This is an optimization exercise on Yosys and OpenROAD, whose aim is small area, a short achievable clock period and few clock cycles per item, not a production implementation. Function was checked by simulation only, so behaviour that the tests miss may differ from the original. No activity file was given, so power comes from the tool's default toggle rates.

// proc
module proc
#(
    parameter ID = 1
)
(
    input clk,
    input res,
    input         instr_gnt,
    input         instr_r_valid,
    input  [31:0] instr_read,
    output        instr_req,
    output [31:0] instr_addr,
    input         data_gnt,
    input         data_r_valid,
    input  [31:0] data_read,
    output        data_req,
    output        data_write_enable,
    output [3:0]  data_be,
    output [31:0] data_addr,
    output [31:0] data_write
);
    localparam [29:0] RESET_PC = 30'h0680_0000;  
    wire        d_adv;         
    wire        e_adv;         
    wire        e_redirect;    
    wire [29:0] e_target;
    wire        d_redirect;    
    wire [29:0] d_tgt;
    wire [29:0] d_next;        
    reg  [29:0] pc_d;          
    reg  [29:0] pc_f;
    reg  [1:0]  live;          
    reg  [1:0]  dead;          
    reg         pend_dead;     
    reg         resync;        
    reg  [1:0]  ib_cnt;
    reg  [31:0] ib0, ib1;
    reg         req_q;         
    assign instr_req  = req_q;
    assign instr_addr = {pc_f, 2'b00};
    wire pending   = instr_req & ~instr_gnt;
    wire grant     = instr_req & instr_gnt;
    wire r_dead    = instr_r_valid & (dead != 2'd0);
    wire r_live    = instr_r_valid & (dead == 2'd0);
    wire overflow  = r_live & (ib_cnt == 2'd2) & ~d_adv;
    wire redirect  = e_redirect | d_redirect | overflow;
    reg         btb_v;
    reg  [29:0] btb_pc, btb_tgt;
    wire        hit_f = btb_v & (pc_f == btb_pc);
    wire [29:0] resync_pc = (ib_cnt == 2'd0) ? pc_d : d_next;
    wire [1:0] inf_n = live + dead + {1'b0, grant} - {1'b0, instr_r_valid};
    wire push      = r_live & ~redirect;
    wire [1:0] live_s   = live + {1'b0, grant & ~pend_dead} - {1'b0, r_live};
    wire [1:0] ib_cnt_s = ib_cnt - {1'b0, d_adv} + {1'b0, r_live};
    wire [1:0] dead_n   = redirect ? inf_n : dead + {1'b0, grant & pend_dead} - {1'b0, r_dead};
    wire       resync_n = pending & (resync | redirect);
    wire [1:0] ib_cnt_n = (e_redirect | d_redirect) ? 2'd0 : overflow ? 2'd1 : ib_cnt_s;
    wire can_fetch_s    = ((ib_cnt_s == 2'd2) ? (live_s == 2'd0) : (live_s <= 2'd1)) &&
  ...
Size in the first run: roughly 1700 flip-flops, roughly 170 I/O pins, about 96000 sq um of cells after synthesis.
export LEC_CHECK = 0
export CAP_MARGIN = 20
export CORE_MARGIN = 2
export CORE_UTILIZATION = 40
export SLEW_MARGIN = 20
create_clock -name core_clock -period 20.0 [get_ports {clk}]
standard.sh (not shown) runs the stock make flow with config.mk's settings and CLKGATE_MAP_FILE= SYNTH_SCRIPT=/design/flow/synth_recipe.tcl, a recipe that flattens the netlist after the stock synthesis.
==> flow/flow/run.sh <==
#!/bin/bash
# Standard ORFS layout, with the resizer's setup repair aiming for extra slack
# (the clock and the constraints are the design's own).
set -euo pipefail
bash standard.sh SETUP_SLACK_MARGIN=15 finish > standard_flow.log 2>&1
The starting point reached the layout checks and failed them: max-capacitance violations.
Testbench counts at the start, summed over its fixed seeds: cycles 45,012, instructions 33,484.
Then changed:
--- a/flow/flow/run.sh
+++ b/flow/flow/run.sh
@@ -5 +5 @@
-bash standard.sh SETUP_SLACK_MARGIN=15 finish > standard_flow.log 2>&1
+bash standard.sh SETUP_SLACK_MARGIN=14 finish > standard_flow.log 2>&1
Outcome:
- The changed run completed without violations
- worst setup slack degrades by 600 ps
- power decreases by a few percent
- sequential power stays flat
- clock power stays flat
- final area decreases by a few percent
- critical path depth increases by 11

* * *

## run F
proc, a different RTL version from the one above (not shown whole).
Size: about 9100 cells after synthesis, roughly 0.096 sq mm of cells after synthesis.
Design proc, start of the top module:
module proc
#(
    parameter ID = 1
)
(
    input clk,
    input res,
    input         instr_gnt,
    input         instr_r_valid,
    input  [31:0] instr_read,
    output        instr_req,
    output [31:0] instr_addr,
    input         data_gnt,
    input         data_r_valid,
    input  [31:0] data_read,
    output        data_req,
    output        data_write_enable,
    output [3:0]  data_be,
    output [31:0] data_addr,
    output [31:0] data_write
);
    localparam [29:0] RESET_PC = 30'h0680_0000;  
    wire        d_adv;         
    wire        e_adv;         
    wire        e_redirect;    
    wire [29:0] e_target;
    wire        d_redirect;    
    wire [29:0] d_tgt;
    wire [29:0] d_next;        
    reg  [29:0] pc_d;          
    reg  [29:0] pc_f;
    reg  [1:0]  live;          
    reg  [1:0]  dead;          
    reg         pend_dead;     
    reg         resync;        
    reg  [1:0]  ib_cnt;
    reg  [31:0] ib0, ib1;
    reg         req_q;         
    assign instr_req  = req_q;
    assign instr_addr = {pc_f, 2'b00};
    wire pending   = instr_req & ~instr_gnt;
    wire grant     = instr_req & instr_gnt;
    wire r_dead    = instr_r_valid & (dead != 2'd0);
  ...
clock: 20.0 ns
lec_check: 0
cap_margin: 20
core_margin: 2
core_utilization: 40
slew_margin: 20
==> flow/flow/run.sh <==
#!/bin/bash
# Standard ORFS layout, with the resizer's setup repair aiming for extra slack
# (the clock and the constraints are the design's own); the design repair
# keeps more headroom below the max-capacitance and max-slew limits.
set -euo pipefail
bash standard.sh SETUP_SLACK_MARGIN=15 CAP_MARGIN=35 SLEW_MARGIN=35 finish > standard_flow.log 2>&1
Testbench counts of run F, summed over its fixed seeds: cycles 45,377, instructions 33,484.
> inputs changed (run F -> run P)
==> flow/flow/run.sh <==
#!/bin/bash
# Standard ORFS layout, with the resizer's setup repair aiming for extra slack
# (the clock and the constraints are the design's own); the core is filled to
# 55%, and the design repair keeps more headroom below the max-capacitance and
# max-slew limits.
set -euo pipefail
bash standard.sh SETUP_SLACK_MARGIN=15 CORE_UTILIZATION=55 CAP_MARGIN=35 SLEW_MARGIN=35 \
    finish > standard_flow.log 2>&1
Notes after the runs:
- Re flip-flop and latch count after synthesis: no difference whatsoever between run F and run P.
- A first element of the critical path of pc_f[12] is what run P shows, while pc_f[16] belongs to run F.
- Between run F and run P, the difference in clock-pin slew reported for the worst setup and hold paths after clock tree synthesis is negligible.
- Comparing run P against run F, there is no change at all in final routed DRC violation total.
- Run P against run F: detailed-routed wire length on met2 shrank by 6.9%, final standard cell area without fillers shrank by about 2.3%, post-route clock period utilization held steady, relative contribution of combinational cells to total power shrank by 0.4 points.
- Run P completed; timing, DRC and antenna clean
- Looking at run F and run P, the area taken by multi-input logic gates is a wash.
- Relative to run F, share of power burned in the clock network decreased by 1.9 points in run P.
- Compared with run F, run P shows a sequential power that is about 2% higher.
- Run P ended with less relative area change from synthesis to final layout than run F.

==> port drivers added, routing unchanged <==
In the flow no input, the clock included, has a driving cell. The finished layouts below were timed again as built, in two steps.
Step 1 (the two cells are an assumption about what drives the block):
set clk [get_ports {clk}]
set_driving_cell -lib_cell sky130_fd_sc_hd__clkbuf_16 $clk
set_driving_cell -lib_cell sky130_fd_sc_hd__buf_2 [delete_from_list [all_inputs] $clk]
Step 2 also shifts input and output timing later by t, the mid clock arrival at the registers, as if the neighbouring blocks saw the same clock.
Slacks: ideal ports / drivers / drivers and shift; pairs: ideal ports / drivers.
run	t, ns	slack for setup (ns)	worst hold slack (ns)	worst register clock-pin slew, ns	cell pins on the clock port's net
the first run of note 1	0.953	14.430 / 14.335 / 13.992	0.472 / 0.472 / 0.472	0.07 / 0.07	1
the second run of note 1	0.982	13.829 / 13.829 / 13.078	0.430 / 0.430 / 0.430	0.07 / 0.07	1
run F	1.006	14.599 / 14.504 / 14.021	0.432 / 0.432 / 0.432	0.07 / 0.07	1
run P	0.942	14.622 / 14.533 / 14.084	0.418 / 0.418 / 0.418	0.07 / 0.07	1
For the second run of note 1, which loses most, drivers alone change the setup slack by 0.000 ns; drivers and shift together by -0.751 ns.
